From an optimization exercise on the open Yosys and OpenROAD flow, aimed at small area; shortcuts taken in it are not production practice. Only simulation tests tie the RTL to the original design; equivalence was not proved. Power and IR drop assume default switching activity.

File: flow/design.v
`timescale 1ns / 100ps
module msg_extractor_fsm (
  input   clk, reset_n, in_valid, in_startofpacket, in_endofpacket, in_error,
  input   [63:0]  in_data,
  input   [2:0]   in_empty,
  output  reg in_ready, out_valid,
  output  reg [255:0] out_data,
  output  reg [31:0]  out_bytemask
  );
  reg     [3:0]   state, nextstate;
  reg     [15:0]  msg_count, nx_msg_count;
  reg     [15:0]  msg_length, nx_msg_length;
  reg     [255:0] payload0, nx_payload0;
  reg     [31:0]  payload0_mask, nx_payload0_mask;
  reg     [255:0] payload, nx_payload;
  reg     [31:0]  payload_mask, nx_payload_mask;
  reg             vout, nx_vout;
  parameter IDLE          = 3'd0,
            PARTIAL_PKT   = 3'd1,
            SPLIT_LEN_PKT = 3'd2,
            FULL_PKT      = 3'd3,
            LAST_PKT      = 3'd4;
  always @(posedge clk or negedge reset_n)
  begin
    if (!reset_n)
    begin
      state         <= IDLE;
      msg_count     <= 16'd0;
      msg_length    <= 16'd0;
      payload       <= 256'd0;
      payload0      <= 256'd0;
      vout          <= 1'b0;
      payload_mask  <= 32'd0;
      payload0_mask <= 32'd0;
    end
    else begin
      state         <= nextstate;
      msg_count     <= nx_msg_count;
      msg_length    <= nx_msg_length;
      payload       <= nx_payload;
      payload0      <= nx_payload0;
      vout          <= nx_vout;
      payload_mask  <= nx_payload_mask;
      payload0_mask <= nx_payload0_mask;
    end
  end
  always @(state or vout or payload or payload_mask or msg_count)
  begin
    if (msg_count==16'd0) in_ready = 1'b1;
    else                  in_ready = 1'b0;
    out_valid = vout;
    out_data  = payload;
    out_bytemask = payload_mask;
  end
  always @(in_data or in_valid or in_error or in_startofpacket or in_endofpacket or
            state or msg_length or msg_count or payload or payload0 or payload_mask or payload0_mask)
  begin
    nextstate       = IDLE;
    nx_msg_count    = 16'd0;
    nx_msg_length   = 16'd0;
    nx_payload      = 256'd0;
    nx_payload0     = 256'd0;;
    nx_vout         = 1'b0;
    nx_payload_mask = 32'd0;
    nx_payload0_mask= 32'd0;
    case (state)
      IDLE: if (in_valid & in_startofpacket & !in_error)
            begin
              nextstate       = PARTIAL_PKT;
              nx_msg_count    = in_data[63:48];
              nx_msg_length   = in_data[47:32] - 16'd4;
              nx_payload0     = in_data[31:0];
              nx_payload      = 256'd0;
              nx_vout         = 1'b0;
              nx_payload_mask = 32'd0;
              nx_payload0_mask= {4{1'b1}};
            end
      PARTIAL_PKT:
            if (in_valid & !in_error)
            begin
              if (msg_length == 16'd0)
              begin
                if (msg_count > 0)
                  nextstate   = PARTIAL_PKT;
                else
                  nextstate   = LAST_PKT;
                nx_msg_count  = msg_count - 16'd1;
                nx_msg_length = in_data[63:48] - 16'd6;
                nx_payload    = 256'd0;
                nx_payload0   = in_data[47:0];
                nx_vout       = 1'b1;
                nx_payload_mask = 32'd0;
                nx_payload0_mask= {6{1'b1}};
              end
              else if (msg_length == 16'd1)
              begin
                if (msg_count > 0)
                  nextstate   = PARTIAL_PKT;
                else
                  nextstate   = LAST_PKT;
                nx_msg_count  = msg_count - 16'd1;
                nx_msg_length = in_data[55:40] - 16'd5;
                nx_payload    = {payload0,in_data[63:56]};
                nx_payload0   = in_data[39:0];
                nx_vout         = 1'b1;
                nx_payload_mask = {payload0_mask , 1'b1} ;
                nx_payload0_mask= {5{1'b1}};
              end
              else if (msg_length == 16'd2)
              begin
                if (msg_count > 0)
                  nextstate   = PARTIAL_PKT;
                else
                  nextstate   = LAST_PKT;
                nx_msg_count  = msg_count - 16'd1;
                nx_msg_length = in_data[47:32] - 16'd4;
                nx_payload    = {payload0 , in_data[63:48]};
                nx_payload0   = in_data[31:0];
                nx_vout         = 1'b1;
                nx_payload_mask = {payload0_mask , {2{1'b1}}} ;
                nx_payload0_mask= {4{1'b1}};
              end
              else if (msg_length == 16'd3)
              begin
                if (msg_count > 0)
                  nextstate   = PARTIAL_PKT;
                else
                  nextstate   = LAST_PKT;
                nx_msg_count  = msg_count - 16'd1;
                nx_msg_length = in_data[39:24] - 16'd3;
                nx_payload    = {payload0 , in_data[63:40]};
                nx_payload0   = in_data[23:0];
                nx_vout         = 1'b1;
                nx_payload_mask = {payload0_mask , {3{1'b1}}} ;
                nx_payload0_mask= {3{1'b1}};
              end
              else if (msg_length == 16'd4)
              begin
                if (msg_count > 0)
                  nextstate   = PARTIAL_PKT;
                else
                  nextstate   = LAST_PKT;
                nx_msg_count  = msg_count - 16'd1;
                nx_msg_length = in_data[31:16] - 16'd2;
                nx_payload    = {payload0 , in_data[63:32]};
                nx_payload0   = in_data[15:0];
                nx_vout         = 1'b1;
                nx_payload_mask = {payload0_mask , {4{1'b1}}} ;
                nx_payload0_mask= {2{1'b1}};
              end
              else if (msg_length == 16'd5)
              begin
                if (msg_count > 0)
                  nextstate   = PARTIAL_PKT;
                else
                  nextstate   = LAST_PKT;
                nx_msg_count  = msg_count - 16'd1;
                nx_msg_length = in_data[23:8] - 16'd1;
                nx_payload    = {payload0 , in_data[63:24]};
                nx_payload0   = in_data[7:0];
                nx_vout         = 1'b1;
                nx_payload_mask = {payload0_mask , {5{1'b1}}} ;
                nx_payload0_mask= 1'b1;
              end
              else if (msg_length == 16'd6)
              begin
                if (msg_count > 0)
                  nextstate   = PARTIAL_PKT;
                else
                  nextstate   = LAST_PKT;
                nx_msg_count  = msg_count - 16'd1;
                nx_msg_length = in_data[15:0];
                nx_payload    = {payload0 , in_data[63:16]};
                nx_payload0   = 256'd0;;
                nx_vout         = 1'b1;
                nx_payload_mask = {payload0_mask , {6{1'b1}}} ;
                nx_payload0_mask= 32'd0;
              end
              else if (msg_length == 16'd7)
              begin
                nextstate     = SPLIT_LEN_PKT;
                nx_msg_count  = msg_count - 16'd1;
                nx_msg_length = in_data[7:0];
                nx_payload    = {payload0 , in_data[63:8]};
                nx_payload0   = 256'd0;;
                nx_vout         = 1'b1;
                nx_payload_mask = {payload0_mask , {7{1'b1}}} ;
                nx_payload0_mask= 32'd0;
              end
              else begin  
                if (msg_count == 0)
                  nextstate   = LAST_PKT;
                else
                  nextstate   = FULL_PKT;
                nx_msg_count  = msg_count;
                nx_msg_length = msg_length - 16'd8;
                nx_payload    = {payload0 , in_data[63:0]};
                nx_payload0   = 256'd0;;
                nx_vout         = 1'b0;
                nx_payload_mask = {payload0_mask , {8{1'b1}}} ;
                nx_payload0_mask= 32'd0;
              end
            end
      SPLIT_LEN_PKT:
            if (in_valid & !in_error)
            begin
              nextstate     = FULL_PKT;
              nx_msg_count  = msg_count;
              nx_msg_length = {msg_length, in_data[63:56]} - 16'd7;
              nx_payload    = in_data[55:0];
              nx_payload0   = 256'd0;;
              nx_vout         = 1'b0;
              nx_payload_mask = {payload0_mask , {7{1'b1}}} ;
              nx_payload0_mask= 32'd0;
            end
      FULL_PKT:
            if (in_valid & !in_error)
            begin
              if (msg_length == 16'd0)
              begin
                if (msg_count > 0)
                  nextstate   = PARTIAL_PKT;
                else
                  nextstate   = LAST_PKT;
                nx_msg_count  = msg_count - 16'd1;
                nx_msg_length = in_data[63:48] - 16'd6;
                nx_payload    = 256'd0;
                nx_payload0   = in_data[47:0];
                nx_vout         = 1'b1;
                nx_payload_mask = 32'd0;
                nx_payload0_mask= {6{1'b1}};
              end
              else if (msg_length == 16'd1)
              begin
                if (msg_count > 0)
                  nextstate   = PARTIAL_PKT;
                else
                  nextstate   = LAST_PKT;
                nx_msg_count  = msg_count - 16'd1;
                nx_msg_length = in_data[55:40] - 16'd5;
                nx_payload    = {payload0,in_data[63:56]};
                nx_payload0   = in_data[39:0];
                nx_vout         = 1'b1;
                nx_payload_mask = {payload_mask , 1'b1} ;
                nx_payload0_mask= {5{1'b1}};
              end
              else if (msg_length == 16'd2)
              begin
                if (msg_count > 0)
                  nextstate   = PARTIAL_PKT;
                else
                  nextstate   = LAST_PKT;
                nx_msg_count  = msg_count - 16'd1;
                nx_msg_length = in_data[47:32] - 16'd4;
                nx_payload    = {payload, in_data[63:48]};
                nx_payload0   = in_data[31:0];
                nx_vout         = 1'b1;
                nx_payload_mask = {payload_mask , {2{1'b1}}} ;
                nx_payload0_mask= {4{1'b1}};
              end
              else if (msg_length == 16'd3)
              begin
                if (msg_count > 0)
                  nextstate   = PARTIAL_PKT;
                else
                  nextstate   = LAST_PKT;
                nx_msg_count  = msg_count - 16'd1;
                nx_msg_length = in_data[39:24] - 16'd3;
                nx_payload    = {payload , in_data[63:40]};
                nx_payload0   = in_data[23:0];
                nx_vout         = 1'b1;
                nx_payload_mask = {payload_mask , {3{1'b1}}} ;
                nx_payload0_mask= {3{1'b1}};
              end
              else if (msg_length == 16'd4)
              begin
                if (msg_count > 0)
                  nextstate   = PARTIAL_PKT;
                else
                  nextstate   = LAST_PKT;
                nx_msg_count  = msg_count - 16'd1;
                nx_msg_length = in_data[31:16] - 16'd2;
                nx_payload    = {payload , in_data[63:32]};
                nx_payload0   = in_data[15:0];
                nx_vout         = 1'b1;
                nx_payload_mask = {payload_mask , {4{1'b1}}} ;
                nx_payload0_mask= {2{1'b1}};
              end
              else if (msg_length == 16'd5)
              begin
                if (msg_count > 0)
                  nextstate   = PARTIAL_PKT;
                else
                  nextstate   = LAST_PKT;
                nx_msg_count  = msg_count - 16'd1;
                nx_msg_length = in_data[23:8] - 16'd1;
                nx_payload    = {payload , in_data[63:24]};
                nx_payload0   = in_data[7:0];
                nx_vout         = 1'b1;
                nx_payload_mask = {payload_mask , {5{1'b1}}} ;
                nx_payload0_mask= 1'b1;
              end
              else if (msg_length == 16'd6)
              begin
                if (msg_count > 0)
                  nextstate   = PARTIAL_PKT;
                else
                  nextstate   = LAST_PKT;
                nx_msg_count  = msg_count - 16'd1;
                nx_msg_length = in_data[15:0];
                nx_payload    = {payload , in_data[63:16]};
                nx_payload0   = 256'd0;;
                nx_vout         = 1'b1;
                nx_payload_mask = {payload_mask , {6{1'b1}}} ;
                nx_payload0_mask= 32'd0;
              end
              else if (msg_length == 16'd7)
              begin
                nextstate     = SPLIT_LEN_PKT;
                nx_msg_count  = msg_count - 16'd1;
                nx_msg_length = in_data[7:0];
                nx_payload    = {payload , in_data[63:8]};
                nx_payload0   = 256'd0;;
                nx_vout         = 1'b1;
                nx_payload_mask = {payload_mask , {7{1'b1}}} ;
                nx_payload0_mask= 32'd0;
              end
              else  
              begin
                nextstate     = FULL_PKT;
                nx_msg_count  = msg_count;
                nx_msg_length = msg_length - 16'd8;
                nx_payload    = {payload , in_data[63:0]};
                nx_payload0   = 256'd0;;
                nx_vout         = 1'b0;
                nx_payload_mask = {payload_mask , {8{1'b1}}} ;
                nx_payload0_mask= 32'd0;
              end
            end
      LAST_PKT:
            begin
              nextstate     = IDLE;
              nx_msg_count  = 16'd0;
              nx_msg_length = 16'd0;
              nx_payload    = 256'd0;
              nx_payload0   = 256'd0;;
              nx_vout       = 1'b0;
              nx_payload_mask = {payload_mask , {8{1'b1}}};
              nx_payload0_mask= 32'd0;
            end
    endcase
  end
endmodule
File: flow/run.sh
#!/bin/bash
# synth_recipe.tcl (not shown) runs the flow's synth.tcl, then flattens the netlist and writes it again
# the make line also repeats each setting of config.mk as NAME=value (left out here)
make -C /OpenROAD-flow-scripts/flow DESIGN_CONFIG=/design/flow/config.mk WORK_HOME=/design/flow/orfs CLKGATE_MAP_FILE= SYNTH_SCRIPT=/design/flow/synth_recipe.tcl finish
File: flow/config.mk
export PLATFORM = sky130hd
export DESIGN_NAME = msg_extractor_fsm
export DESIGN_NICKNAME = msg_extractor_fsm
export VERILOG_FILES = /design/flow/design.v
export SDC_FILE = /design/flow/constraint.sdc
export NUM_CORES = 4
export LEC_CHECK = 0
export CAP_MARGIN = 20
export CORE_MARGIN = 2
export CORE_UTILIZATION = 40
export SLEW_MARGIN = 20
File: flow/constraint.sdc
create_clock -name core_clock -period 5.0 [get_ports {clk}]
set_input_delay 1.0000 -clock core_clock [delete_from_list [all_inputs] [get_ports {clk}]]
set_output_delay 1.0000 -clock core_clock [all_outputs]
set_load 0.01 [all_outputs]
==> flow_metrics.env <==
export IMPL_worst_path_buf_inv=1
export IMPL_cts_root_buf="clkbuf_16"
export IMPL_ant_nets=0
export IMPL_finalPower_w=0.00887
export IMPL_skew_ns=0.0232
export IMPL_post_route_min_period_ns=4.05
export IMPL_coreArea_um2=83300
export IMPL_crit_family="simple AND/OR/NAND/NOR gates"
export IMPL_crit_path_end_kind="flop"
export IMPL_io_pins=363
export IMPL_hold_worst_slack_ns=0.406
export IMPL_cap_viol_max_count=0
export IMPL_worst_pin_slew_ns=1.23
export IMPL_grt_total_usage=0.381
export IMPL_holdBufCountCts=0
export IMPL_start_util=0.402
export IMPL_cp_data_required_time_ns=5.53
export IMPL_worstPathMaxFanout=50
export IMPL_vias=39000
export IMPL_ys_flop_type="dfrtp_1"
export IMPL_cts_tree="done"
export IMPL_seq_area_frac_synth=0.282
export IMPL_grt_max_degree=180
export IMPL_slew_headroom=0.182
export IMPL_cts_max_path_buffers=3
export IMPL_h_tree_depth=2
export IMPL_fin_ws_ns=0.952
export IMPL_worst_setup_path_type="flop to flop"
export IMPL_post_cts_buffers=0
export IMPL_area_growth_pct=18.5
export IMPL_die_area_um2=86100
export IMPL_peakVddDrop_v=0.000247
export IMPL_hold_path_class="input port to asynchronous set/reset pin"
export IMPL_grt_overflow=0
export IMPL_cts_resized=0
export IMPL_port_buffers=358
export IMPL_ys_warn_count=1
export IMPL_synth_distinct_cells=75
export IMPL_placementRows=106
export IMPL_synth_nets=4346
export IMPL_drv_slew=0
export IMPL_synth_seq_cells=378
export IMPL_synthArstFlopShare=1.00
export IMPL_ys_top_cells_by_area="dfrtp_1 28%, mux2i_1 8.5%, nand2_1 6.8%, o221ai_1 6.6%, o211ai_1 6.0%"
export IMPL_synthesis_instances=4260
export IMPL_clock_fmax_mhz=247
export IMPL_wl_per_cell_um=31.6
export IMPL_drc=0
export IMPL_dp_slack_ns=0.876
export IMPL_grt_pass1_wl_um=252000
export IMPL_cellLeakagePower_nw=14.2
export IMPL_drive_above_1_share=0.0740
export IMPL_synth_area_um2=33500
export IMPL_cts_made_buffers=49
export IMPL_cellPowerDensity_nw_per_um2=223
export IMPL_drt_iter0_markers=5599
export IMPL_final_nets=4390
export IMPL_die_y_um=293
export IMPL_arrival_ns=4.58
export IMPL_critPathLaunchType="flop"
export IMPL_setup_violations=0
export IMPL_synth_edf_count=0
export IMPL_cp_cell_sequence="buf_4, nor2b_1, nand2_4, nand3_1, a311o_1, o221ai_1"
export IMPL_drtPass1Iterations=8
export IMPL_grt_pass1_vias=36600
export IMPL_routed_wl_um=171000
export IMPL_die_w_um=293
export IMPL_critical_path_max_stage_delay_ns=0.82
export IMPL_place_congestion=1.01
export IMPL_hold_viol_final=0
export IMPL_clk_latency_ns=0.63
export IMPL_fin_setup_tns_ns=0
export IMPL_clkTransAtPathRegs_ns=0.06
export IMPL_rsz0062_at_grt="no"
export IMPL_status="finished clean"
export IMPL_via_per_inst=7.19
export IMPL_diodes=0
export IMPL_synth_top_area_frac=0.282
export IMPL_cp_slowest_cell="nand3_1"
export IMPL_avgSynthCellArea_um2=7.86
export IMPL_synth_top_cell_by_area="dfrtp_1"
export IMPL_cts_sinks=378
export IMPL_fin_crit_sh=0.810
export IMPL_hpwl_um=113000
export IMPL_antenna_found_initial=1
## cell usage in the layout (no fill, tap or decap), types with 45 or more instances in the layout
master	count
clkbuf_16	50
xnor2_1	61
o21ai_0	177
a21o_1	147
a211oi_1	84
mux2i_1	283
inv_1	46
dfrtp_1	377
buf_4	149
a31oi_1	197
nand2_1	602
nor3_1	75
a21oi_1	230
o221ai_1	251
a221o_1	45
o211ai_1	268
o22ai_1	150
nor2_1	167
a22oi_1	72
clkdlybuf4s50_1	357
## final timing paths
check                           slack [ns]  cells past startpoint          endpoint     startpoint
worst max-delay path                  0.95                      6       payload[14]  msg_length[0]
worst min-delay path                  0.41                      1      payload[155]        reset_n
worst max register to register        0.95                      6       payload[14]  msg_length[0]
worst min register to register        0.47                      1      payload[249]   payload[233]
max in group asynchronous             3.33                      2  payload_mask[31]        reset_n
min in group core_clock               0.47                      1      payload[249]   payload[233]
## Yosys cell counts (all sizes together) (36+ instances only)
library cell  number
a21o             147
a211oi            84
buf              208
o22ai            151
dfrtp            378
xnor2             61
nor3              78
nor2             176
nand2            610
o21ai            179
a221o             45
mux2i            283
o221ai           251
a21oi            232
a22oi             72
a31oi            198
o211ai           268
inv               46
a221oi            44
nand3             36
clkbuf           333
## kinds of logic after synthesis
family	share of synthesized area
muxes	0.0910
DFF	0.282
buffers and inverters	0.0728
AOI/OAI and AO/OA	0.382
xor gates and xnor gates	0.0248
adders and majority gates	0.00486
and+or+nand+nor	0.143
## power by group
group | internal, W | switching [W]
sequential | 0.00311 | 0.000154
clock | 0.00238 | 0.00157
combinational | 0.000534 | 0.00113
## registers in the layout, indices dropped and copies added (netlist names)
| name | cells |
|---|---|
| msg_length | 16 |
| state | 3 |
| payload_mask | 32 |
| payload0 | 48 |
| payload | 256 |
| payload0_mask | 6 |
| msg_count | 16 |
| vout | 1 |
## routing by layer
| metal | global-route usage | share of wire | vias up |
|---|---|---|---|
| met5 | 0 | 0.00034 | - |
| met3 | 0.0718 | 0.11 | 604 |
| li1 | - | - | 16500 |
| met2 | 0.587 | 0.44 | 2923 |
| met1 | 0.496 | 0.38 | 18900 |
| met4 | 0.228 | 0.070 | 2 |
## through the flow
step | utilization | area (um^2) | instances
after floorplan | - | 33500 | 4260
after detailed placement | 0.455 | 37900 | 5332
final | 0.476 | 39700 | 5420
after CTS | 0.476 | 39700 | 5419
after global placement | 0.455 | 37900 | 5332
after global routing | 0.476 | 39700 | 5420
## final cells by class
type | instances | area [um^2]
Clock buffer | 73 | 1510
Clock inverter | 14 | 231
Fill cell | 8246 | 43600
Inverter | 46 | 173
Multi-Input combinational cell | 3295 | 21700
Sequential cell | 378 | 9460
Tap cell | 1080 | 1350
Timing Repair Buffer | 534 | 5230

port drivers added, routing unchanged:
In the flow no input, the clock included, has a driving cell. The finished layout below was timed again as built, in two steps. Step 1 sets driving cells, clkbuf_16 on the clock port and buf_2 on the other inputs (assumed; they add their load-dependent delay and slew). Step 2 moves the port delays by t, midway between the first and last clock arrival at a register: inputs arrive t later, outputs are due t later. That takes back most of the time a late clock gives input paths. Three values: ideal, step 1, step 2; two values: the first two.
shift t [ns]: 0.687
slack for setup (ns): 0.952 / 0.952 / 0.866
worst register clock-pin slew, ns: 0.07 / 0.07
worst slew at a driven data input, ns: 0.05
After both steps setup and hold are still met in this run. The setup slack of this run moves by 0.000 ns with the drivers and by -0.086 ns with both steps.
